What follows belongs to an exercise in optimizing a design on an open flow for small area; a production flow would make more cautious choices. The RTL was checked by simulation tests, not by an equivalence proof against the original design. The clock input has no modelled driver; a real chip could not lean on it and would need a root buffer or a full tree. Power figures rest on the tool's default switching activity, not on a simulated workload.

// uart_wb_bridge
module uart_wb_bridge (
                       input wire         clk,
                       input wire         rst,
                       input wire         rx,
                       output wire        tx,
                       output wire [31:0] wb_adr_o,
                       output wire [31:0] wb_dat_o,
                       output wire [3:0]  wb_sel_o,
                       output wire        wb_we_o,
                       output wire        wb_cyc_o,
                       output wire        wb_stb_o,
                       input wire [31:0]  wb_dat_i,
                       input wire         wb_ack_i,
                       input wire         wb_err_i,
                       input wire         wb_rty_i
                       );
Size in the first run: ~380 cells after synthesis, about 97 flip-flops.
export LEC_CHECK = 0
export CAP_MARGIN = 20
export CORE_MARGIN = 2
export CORE_UTILIZATION = 40
export SLEW_MARGIN = 20
create_clock -name core_clock -period 10.0 [get_ports {clk}]
standard.sh (not shown) runs the stock make flow with config.mk's settings and CLKGATE_MAP_FILE= SYNTH_SCRIPT=/design/flow/synth_recipe.tcl, a recipe that flattens the netlist after the stock synthesis.
==> flow/flow/run.sh <==
#!/bin/bash
# Own layout flow: the standard layout (standard.sh: unchanged synthesis
# and steps) with two settings changed:
#  - the port buffers use the smallest buffer cell (sky130_fd_sc_hd__buf_1)
#    instead of the default pick; every port still gets its own buffer;
#  - clock tree synthesis uses clkbuf_8 buffers and no dummy load cells.
# The full tool output goes to standard.log here; the per-step ORFS logs
# stay under orfs/logs/.
set -euo pipefail
bash standard.sh \
  "BUFFER_PORTS_ARGS=-buffer_cell sky130_fd_sc_hd__buf_1" \
  "CTS_ARGS=-sink_clustering_enable -repair_clock_nets -dont_use_dummy_load -buf_list sky130_fd_sc_hd__clkbuf_8" \
  finish > standard.log 2>&1
Next try:
--- a/flow/flow/run.sh
+++ b/flow/flow/run.sh
@@ -1,4 +1,7 @@
 #!/bin/bash
-# Own layout flow: the standard layout (standard.sh: unchanged synthesis
-# and steps) with two settings changed:
+# Own layout flow: the standard layout (standard.sh and its steps) with
+# these settings changed:
+#  - synthesis: flow/synth.tcl, the standard flow's synthesis script whose final abc call
+#    maps with the area-oriented script flow/area.abc (flip-flop mapping,
+#    flatten and rename are unchanged);
 #  - the port buffers use the smallest buffer cell (sky130_fd_sc_hd__buf_1)
@@ -9,3 +12,7 @@
 set -euo pipefail
+here=$(pwd)
+diff <(tail -n 6 flow/synth.tcl) <(tail -n 6 synth_recipe.tcl) > synth_diff.log 2>&1 || true
+export AREA_ABC_SCRIPT="$here/flow/area.abc"
 bash standard.sh \
+  "SYNTH_SCRIPT=$here/flow/synth.tcl" \
   "BUFFER_PORTS_ARGS=-buffer_cell sky130_fd_sc_hd__buf_1" \
@@ -13 +20,2 @@
   finish > standard.log 2>&1
+grep -q "abc -script $here/flow/area.abc\|Executing ABC" orfs/logs/*/uart_wb_bridge/base/1_2_yosys.log >> standard.log 2>&1 || true
==> flow/flow/area.abc (new file) <==
strash
&get -n
&deepsyn -J 20
&put
dch -f
amap
topo
==> flow/flow/synth.tcl (new file) <==
# The standard flow's synthesis script (synth_recipe.tcl) with one change: the final
# technology mapping call to abc uses flow/area.abc, an area-oriented ABC
# script, instead of ORFS's speed script.  Everything before abc (including
# the flip-flop mapping) and after it (flatten, rename) is unchanged, so the
# registers are those of the standard synthesis.
proc synth {args} { yosys synth -nofsm -noshare {*}$args }
proc abc {args} {
  set i [lsearch -exact $args -script]
  if {$i >= 0} { lset args [expr {$i + 1}] $::env(AREA_ABC_SCRIPT) }
  yosys abc {*}$args
}
source $::env(SCRIPTS_DIR)/synth.tcl
# left out here: clear keep_hierarchy, flatten, clean up, hide names made inside functions, write 1_2_yosys.v
=>
- final cell count falls by 16%
- sequential share of layout area came out higher by 4.2 points
- hold slack gets worse by 0.011 ns
- non-clock buffer count does not change
- worst setup slack gains 0.011 ns
- total power rises by about 4.6%
- synthesized cell count decreases by about 23%
- core utilization came out higher by 1.6 points
- synthesized area went down by 9.6%
- fmax stays flat

* * *

Setup of v2:
The RTL this note starts from:
==> flow/design.v <==
`timescale 1ns / 1ps
`timescale 1ns / 1ps
`timescale 1ns / 1ps
`timescale 1ns / 1ps
`timescale 1ns / 1ps
`timescale 1ns / 1ps
`timescale 1ns / 1ps
module uart_wb_bridge (
                       input wire         clk,
                       input wire         rst,
                       input wire         rx,
                       output wire        tx,
                       output wire [31:0] wb_adr_o,
                       output wire [31:0] wb_dat_o,
                       output wire [3:0]  wb_sel_o,
                       output wire        wb_we_o,
                       output wire        wb_cyc_o,
                       output wire        wb_stb_o,
                       input wire [31:0]  wb_dat_i,
                       input wire         wb_ack_i,
                       input wire         wb_err_i,
                       input wire         wb_rty_i
                       );
   localparam [9:0] T_END  = 10'b0010100110;
   localparam [9:0] T_HALF = 10'b0010111111;
   localparam [9:0] T_FULL = 10'b0011111111;
   localparam [2:0] P_IDLE  = 3'b000,   
                    P_RADDR = 3'b001,   
                    P_RTX   = 3'b010,   
                    P_RREQ  = 3'b011,   
                    P_HDR   = 3'b100,   
                    P_WADDR = 3'b101,   
                    P_WDATA = 3'b110,   
                    P_WREQ  = 3'b111;   
   localparam [3:0] B_IDLE  = 4'b0000,
                    B_START = 4'b0001,
                    B_D0 = 4'b1000, B_D1 = 4'b1001, B_D2 = 4'b1010, B_D3 = 4'b1011,
                    B_D4 = 4'b1100, B_D5 = 4'b1101, B_D6 = 4'b1110, B_D7 = 4'b1111,
                    B_STOP  = 4'b0010,
                    B_WAIT  = 4'b0011;   
   reg [2:0]  pst;
   reg [3:0]  ph;
   reg [9:0]  tmr;
   reg [1:0]  bcnt;
   reg [7:0]  len;
   reg        cy;      
   reg        bw;      
   reg [31:0] adr;
   reg [31:0] dat;
   reg [3:0]  sel;
   wire txm    = (pst == P_RTX);
   wire tdone  = (tmr == T_END);
   wire indata = (ph == B_D0) || (ph == B_D1) || (ph == B_D2) || (ph == B_D3) ||
                 (ph == B_D4) || (ph == B_D5) || (ph == B_D6) || (ph == B_D7);
   wire bitstb = tdone && indata;
   wire bend   = tdone && (ph == B_D7);
   wire rcv    = tdone && (ph == B_STOP) && rx;
   wire rerr   = tdone && (((ph == B_STOP) && !rx) || ((ph == B_START) && rx));
   wire last   = (len == 8'd0) || bw;
   wire resp   = wb_ack_i || wb_err_i || wb_rty_i;
   wire rx4    = (bcnt == 2'b00);         
   wire tx4    = (bcnt == 2'b10);         
   wire fin    = txm && tx4 && last;
   always @(posedge clk or posedge rst)
     if (rst)
       ph <= B_IDLE;
     else if (ph == B_IDLE) begin
        if (txm || !rx) ph <= B_START;
     end else if (ph == B_WAIT) begin
        if (rx) ph <= B_IDLE;
     end else if (tdone) begin
        if (ph == B_START)
          ph <= (!txm && rx) ? B_WAIT : B_D0;
        else if (ph == B_D7)
          ph <= fin ? B_WAIT : B_STOP;
        else if (ph == B_STOP)
          ph <= B_WAIT;
        else case (ph)
          B_D0: ph <= B_D1; B_D1: ph <= B_D2; B_D2: ph <= B_D3; B_D3: ph <= B_D4;
          B_D4: ph <= B_D5; B_D5: ph <= B_D6; B_D6: ph <= B_D7;
          default: ph <= B_IDLE;
        endcase
     end
   always @(posedge clk)
     if (ph == B_IDLE && !txm)
       tmr <= T_HALF;
     else if (ph == B_IDLE || tdone)
       tmr <= T_FULL;
     else
       tmr <= {tmr[8:0], tmr[9] ^ tmr[6]};
   wire [3:0] cmd = dat[19:16];
   always @(posedge clk or posedge rst)
     if (rst)
       pst <= P_IDLE;
     else
       case (pst)
         P_IDLE:
           if (rcv && dat[31:24] == 8'hCA) pst <= P_HDR;
         P_HDR:
           if (rerr) pst <= P_IDLE;
           else if (rcv && rx4)
             pst <= (cmd == 4'h1) ? P_WADDR : (cmd == 4'h2) ? P_RADDR : P_IDLE;
         P_WADDR:
           if (rerr) pst <= P_IDLE;
           else if (rcv && rx4) pst <= last ? P_IDLE : P_WDATA;
         P_RADDR:
           if (rerr) pst <= P_IDLE;
           else if (rcv && rx4) pst <= P_RREQ;
         P_WDATA:
           if (rerr) pst <= P_IDLE;
           else if (rcv && rx4) pst <= P_WREQ;
         P_WREQ:
           if (resp) pst <= last ? P_IDLE : P_WDATA;
         P_RREQ:
           if (resp) pst <= P_RTX;
         P_RTX:
           if (bend && tx4) pst <= last ? P_IDLE : P_RREQ;
       endcase
   always @(posedge clk)
     if (pst == P_IDLE)
       bcnt <= 2'b11;
     else if (bend)
       bcnt <= {bcnt[0], !bcnt[1]};   
   always @(posedge clk)
     if (pst == P_HDR)
       sel <= dat[23:20];
   wire din = rx && (pst == P_IDLE || pst == P_HDR || pst == P_WDATA);
   wire dld = (pst == P_RREQ) && wb_ack_i;
   wire nsh = !bitstb;
   always @(posedge clk)
     dat <= ({32{bitstb}} & {din, dat[31:1]}) | ({32{nsh}} & dat) |
            ({32{dld}} & wb_dat_i);
   wire byte0 = (bcnt == 2'd0);
   wire lin = (pst == P_IDLE || pst == P_HDR) ? rx : (len[0] ^ (bw && byte0));
   always @(posedge clk)
     if (bitstb)
       len <= {lin, len[7:1]};
   always @(posedge clk)
     if (((pst == P_WADDR || pst == P_RADDR) && rcv && rx4) || (wb_cyc_o && resp))
       bw <= 1'b1;
     else if (pst == P_IDLE)
       bw <= 1'b0;
     else if (bitstb && byte0)
       bw <= bw & !len[0];
   wire low2 = byte0 && (ph == B_D0 || ph == B_D1);
   wire ain = (pst == P_WADDR || pst == P_RADDR) ? rx : (adr[0] ^ (cy && !low2));
   always @(posedge clk)
     if (bitstb)
       adr <= {ain, adr[31:1]};
   always @(posedge clk)
     if (wb_cyc_o && resp)
       cy <= 1'b1;
     else if (pst == P_IDLE)
       cy <= 1'b0;
     else if (bitstb && !low2)
       cy <= cy & adr[0];
   assign tx = !(txm && (ph == B_START || (indata && !dat[0])));
   assign wb_adr_o = adr;
   assign wb_dat_o = dat;
   assign wb_sel_o = sel;
   assign wb_we_o  = pst[2];
   assign wb_cyc_o = (pst[1:0] == 2'b11);
   assign wb_stb_o = wb_cyc_o;
endmodule
export LEC_CHECK = 0
export CAP_MARGIN = 20
export CORE_MARGIN = 2
export CORE_UTILIZATION = 40
export SLEW_MARGIN = 20
create_clock -name core_clock -period 10.0 [get_ports {clk}]
==> flow/flow/run.sh <==
#!/bin/bash
# Own layout flow: the standard layout (standard.sh and its steps) with
# these settings changed:
#  - synthesis: flow/synth.tcl, the standard flow's synthesis script whose final abc call
#    maps with the area-oriented script flow/area.abc (flip-flop mapping,
#    flatten and rename are unchanged);
#  - the port buffers use the smallest buffer cell (sky130_fd_sc_hd__buf_1)
#    instead of the default pick; every port still gets its own buffer;
#  - the clock tree is flat: flow/manual_cts.tcl (sourced before the CTS
#    step) replaces clock_tree_synthesis so that the clock port drives three
#    clkbuf_16 buffers, each feeding the flip-flops of one third (by x) of the
#    placement; the rest of the CTS step (legalisation, timing repair) is
#    unchanged.
# The full tool output goes to standard.log here; the per-step ORFS logs
# stay under orfs/logs/.
set -euo pipefail
here=$(pwd)
diff <(tail -n 6 flow/synth.tcl) <(tail -n 6 synth_recipe.tcl) > synth_diff.log 2>&1 || true
export AREA_ABC_SCRIPT="$here/flow/area.abc"
bash standard.sh \
  "SYNTH_SCRIPT=$here/flow/synth.tcl" \
  "BUFFER_PORTS_ARGS=-buffer_cell sky130_fd_sc_hd__buf_1" \
  "PRE_CTS_TCL=$here/flow/manual_cts.tcl" \
  finish > standard.log 2>&1
==> flow/flow/manual_cts.tcl <==
# Replaces clock_tree_synthesis with a flat clock tree: the clock port drives
# N clock buffers (N <= 4), each driving the flip-flops of one region of the
# placement.  Three clkbuf_16 buffers, one per vertical strip (by x) of the flip-flop placement.
proc clock_tree_synthesis {args} {
  set cell sky130_fd_sc_hd__clkbuf_16
  set n 3
  set db [ord::get_db]
  set block [ord::get_db_block]
  set master [$db findMaster $cell]
  set clk [$block findNet clk]
  set sinks {}
  foreach it [$clk getITerms] {
    if {[$it isInputSignal] || [$it getSigType] eq "CLOCK" || 1} {
      lappend sinks [list $it {*}[$it getAvgXY]]
    }
  }
  # split the sinks into n groups: by x, then (for 4) each half by y
  set byx [lsort -real -index 2 $sinks]
  set half [expr {[llength $byx] / 2}]
  if {$n == 1} {
    set groups [list $byx]
  } elseif {$n == 2} {
    set groups [list [lrange $byx 0 [expr {$half - 1}]] [lrange $byx $half end]]
  } elseif {$n == 3} {
    set m [llength $byx]
    set a [expr {$m / 3}]; set b [expr {2 * $m / 3}]
    set groups [list [lrange $byx 0 [expr {$a - 1}]] [lrange $byx $a [expr {$b - 1}]] [lrange $byx $b end]]
  } else {
    set groups {}
    foreach g [list [lrange $byx 0 [expr {$half - 1}]] [lrange $byx $half end]] {
      set byy [lsort -real -index 3 $g]
      set h [expr {[llength $byy] / 2}]
      lappend groups [lrange $byy 0 [expr {$h - 1}]] [lrange $byy $h end]
    }
  }
  set k 0
  foreach g $groups {
    set sx 0; set sy 0
    foreach s $g { set sx [expr {$sx + [lindex $s 2]}]; set sy [expr {$sy + [lindex $s 3]}] }
    set cx [expr {int($sx / [llength $g])}]
    set cy [expr {int($sy / [llength $g])}]
    set inst [odb::dbInst_create $block $master "clkbuf_m_$k"]
    set net [odb::dbNet_create $block "clknet_m_$k"]
    $net setSigType CLOCK
    foreach s $g {
      set it [lindex $s 0]
      $it disconnect
      $it connect $net
    }
    [$inst findITerm A] connect $clk
    [$inst findITerm X] connect $net
    $inst setLocation $cx $cy
    $inst setPlacementStatus PLACED
    incr k
  }
  puts "manual clock tree: $k x $cell"
}
Other scripts of this flow, unchanged in this note and not shown: flow/flow/area.abc, flow/flow/synth.tcl
> inputs changed (v2 -> v43)
--- a/flow/flow/run.sh
+++ b/flow/flow/run.sh
@@ -10,3 +10,3 @@
 #    step) replaces clock_tree_synthesis so that the clock port drives three
-#    clkbuf_16 buffers, each feeding the flip-flops of one third (by x) of the
+#    clkbuf_16 buffers, each feeding one k-means cluster of the flip-flops in the
 #    placement; the rest of the CTS step (legalisation, timing repair) is
--- a/flow/flow/manual_cts.tcl
+++ b/flow/flow/manual_cts.tcl
@@ -2,3 +2,3 @@
 # N clock buffers (N <= 4), each driving the flip-flops of one region of the
-# placement.  Three clkbuf_16 buffers, one per vertical strip (by x) of the flip-flop placement.
+# placement.  Three clkbuf_16 buffers; the flip-flops are split into three groups by x, then the groups are refined by k-means on their positions.
 proc clock_tree_synthesis {args} {
@@ -35,2 +35,26 @@
   }
+  # refine the groups with a few rounds of k-means on the sink positions
+  for {set iter 0} {$iter < 20} {incr iter} {
+    set cents {}
+    foreach g $groups {
+      set sx 0.0; set sy 0.0
+      foreach s $g { set sx [expr {$sx + [lindex $s 2]}]; set sy [expr {$sy + [lindex $s 3]}] }
+      lappend cents [list [expr {$sx / [llength $g]}] [expr {$sy / [llength $g]}]]
+    }
+    set new {}
+    foreach c $cents { lappend new {} }
+    foreach s $sinks {
+      set best 0; set bd 1e30; set i 0
+      foreach c $cents {
+        set d [expr {abs([lindex $s 2] - [lindex $c 0]) + abs([lindex $s 3] - [lindex $c 1])}]
+        if {$d < $bd} { set bd $d; set best $i }
+        incr i
+      }
+      lset new $best [concat [lindex $new $best] [list $s]]
+    }
+    set ok 1
+    foreach g $new { if {[llength $g] == 0} { set ok 0 } }
+    if {!$ok} break
+    set groups $new
+  }
   set k 0
## What came out
Between v2 and v43, the flow reports global-route wire length before repair increasing slightly.
Between v43 and v2, the register clock-pin slew on the reported worst setup and hold paths figures differ only marginally.
v2 -> v43: detailed-route wire length per cell flat
Compared with v2, in v43 maximum vdd drop moved down, placer's final routability congestion estimate did not really move, share of the clock period used by the worst path after layout about even, total detailed-routing wirelength now sits at about the same level.
#### Input delta (v5 over v43)
--- a/flow/flow/run.sh
+++ b/flow/flow/run.sh
@@ -9,4 +9,4 @@
 #  - the clock tree is flat: flow/manual_cts.tcl (sourced before the CTS
-#    step) replaces clock_tree_synthesis so that the clock port drives three
-#    clkbuf_16 buffers, each feeding one k-means cluster of the flip-flops in the
+#    step) replaces clock_tree_synthesis so that the clock port drives four
+#    clkbuf_16 buffers, each feeding the flip-flops of one quadrant of the
 #    placement; the rest of the CTS step (legalisation, timing repair) is
--- a/flow/flow/manual_cts.tcl
+++ b/flow/flow/manual_cts.tcl
@@ -2,6 +2,6 @@
 # N clock buffers (N <= 4), each driving the flip-flops of one region of the
-# placement.  Three clkbuf_16 buffers; the flip-flops are split into three groups by x, then the groups are refined by k-means on their positions.
+# placement.  Four clkbuf_16 buffers, one per quadrant of the flip-flop placement.
 proc clock_tree_synthesis {args} {
   set cell sky130_fd_sc_hd__clkbuf_16
-  set n 3
+  set n 4
   set db [ord::get_db]
@@ -23,6 +23,2 @@
     set groups [list [lrange $byx 0 [expr {$half - 1}]] [lrange $byx $half end]]
-  } elseif {$n == 3} {
-    set m [llength $byx]
-    set a [expr {$m / 3}]; set b [expr {2 * $m / 3}]
-    set groups [list [lrange $byx 0 [expr {$a - 1}]] [lrange $byx $a [expr {$b - 1}]] [lrange $byx $b end]]
   } else {
@@ -34,26 +30,2 @@
     }
-  }
-  # refine the groups with a few rounds of k-means on the sink positions
-  for {set iter 0} {$iter < 20} {incr iter} {
-    set cents {}
-    foreach g $groups {
-      set sx 0.0; set sy 0.0
-      foreach s $g { set sx [expr {$sx + [lindex $s 2]}]; set sy [expr {$sy + [lindex $s 3]}] }
-      lappend cents [list [expr {$sx / [llength $g]}] [expr {$sy / [llength $g]}]]
-    }
-    set new {}
-    foreach c $cents { lappend new {} }
-    foreach s $sinks {
-      set best 0; set bd 1e30; set i 0
-      foreach c $cents {
-        set d [expr {abs([lindex $s 2] - [lindex $c 0]) + abs([lindex $s 3] - [lindex $c 1])}]
-        if {$d < $bd} { set bd $d; set best $i }
-        incr i
-      }
-      lset new $best [concat [lindex $new $best] [list $s]]
-    }
-    set ok 1
-    foreach g $new { if {[llength $g] == 0} { set ok 0 } }
-    if {!$ok} break
-    set groups $new
   }
==> comparison <==
Power for v5: 0.018 mW up relative to v43
Comparing v5 against v43, there is no change at all in flip-flop and latch count after synthesis.
Comparing v43 against v5, there is no change at all in number of iterations in the first detailed-routing pass.
v5 — sequential share of layout area 0.34 points lower, v43 as reference
Diff v43..v5 | standard-cell row count | unchanged
Worst setup slack across v5 and v43: no real change.
Status: count of placed standard cells in the final layout, fillers left out parity (v43, v5)
No run of this note takes its clock network from TritonCTS; it comes from the design's own scripts or RTL.

==> separate check: timing with driven ports <==
The flow's constraints put no driver on any port. The routed layouts listed below were extracted and timed again, unchanged, in two steps.
Step 1, drivers: a clkbuf_16 drives clk and a buf_2 each remaining input, both assumed.
Step 2 times the ports against the registers' clock, not the clock port: input delays grow and output delays shrink by t, the midpoint of the rising clock arrivals with the driver on.
Slacks: ideal / step 1 / step 2; pairs: ideal / step 1.
run | t (ns) | setup slack, ns | hold WS [ns]
the first run of note 1 | 0.379 | 6.338 / 6.326 / 6.338 | 0.444 / 0.444 / 0.444
the second run of note 1 | 0.379 | 6.349 / 6.325 / 6.184 | 0.433 / 0.433 / 0.433
v2 | 0.232 | 4.920 / 4.920 / 4.920 | 0.422 / 0.422 / 0.422
v43 | 0.233 | 4.907 / 4.907 / 4.907 | 0.421 / 0.421 / 0.421
v5 | 0.230 | 4.907 / 4.907 / 4.907 | 0.421 / 0.421 / 0.421
After both steps every run listed still meets setup and hold. For the second run of note 1, which loses most, drivers alone change the setup slack by -0.024 ns; drivers and shift together by -0.165 ns.
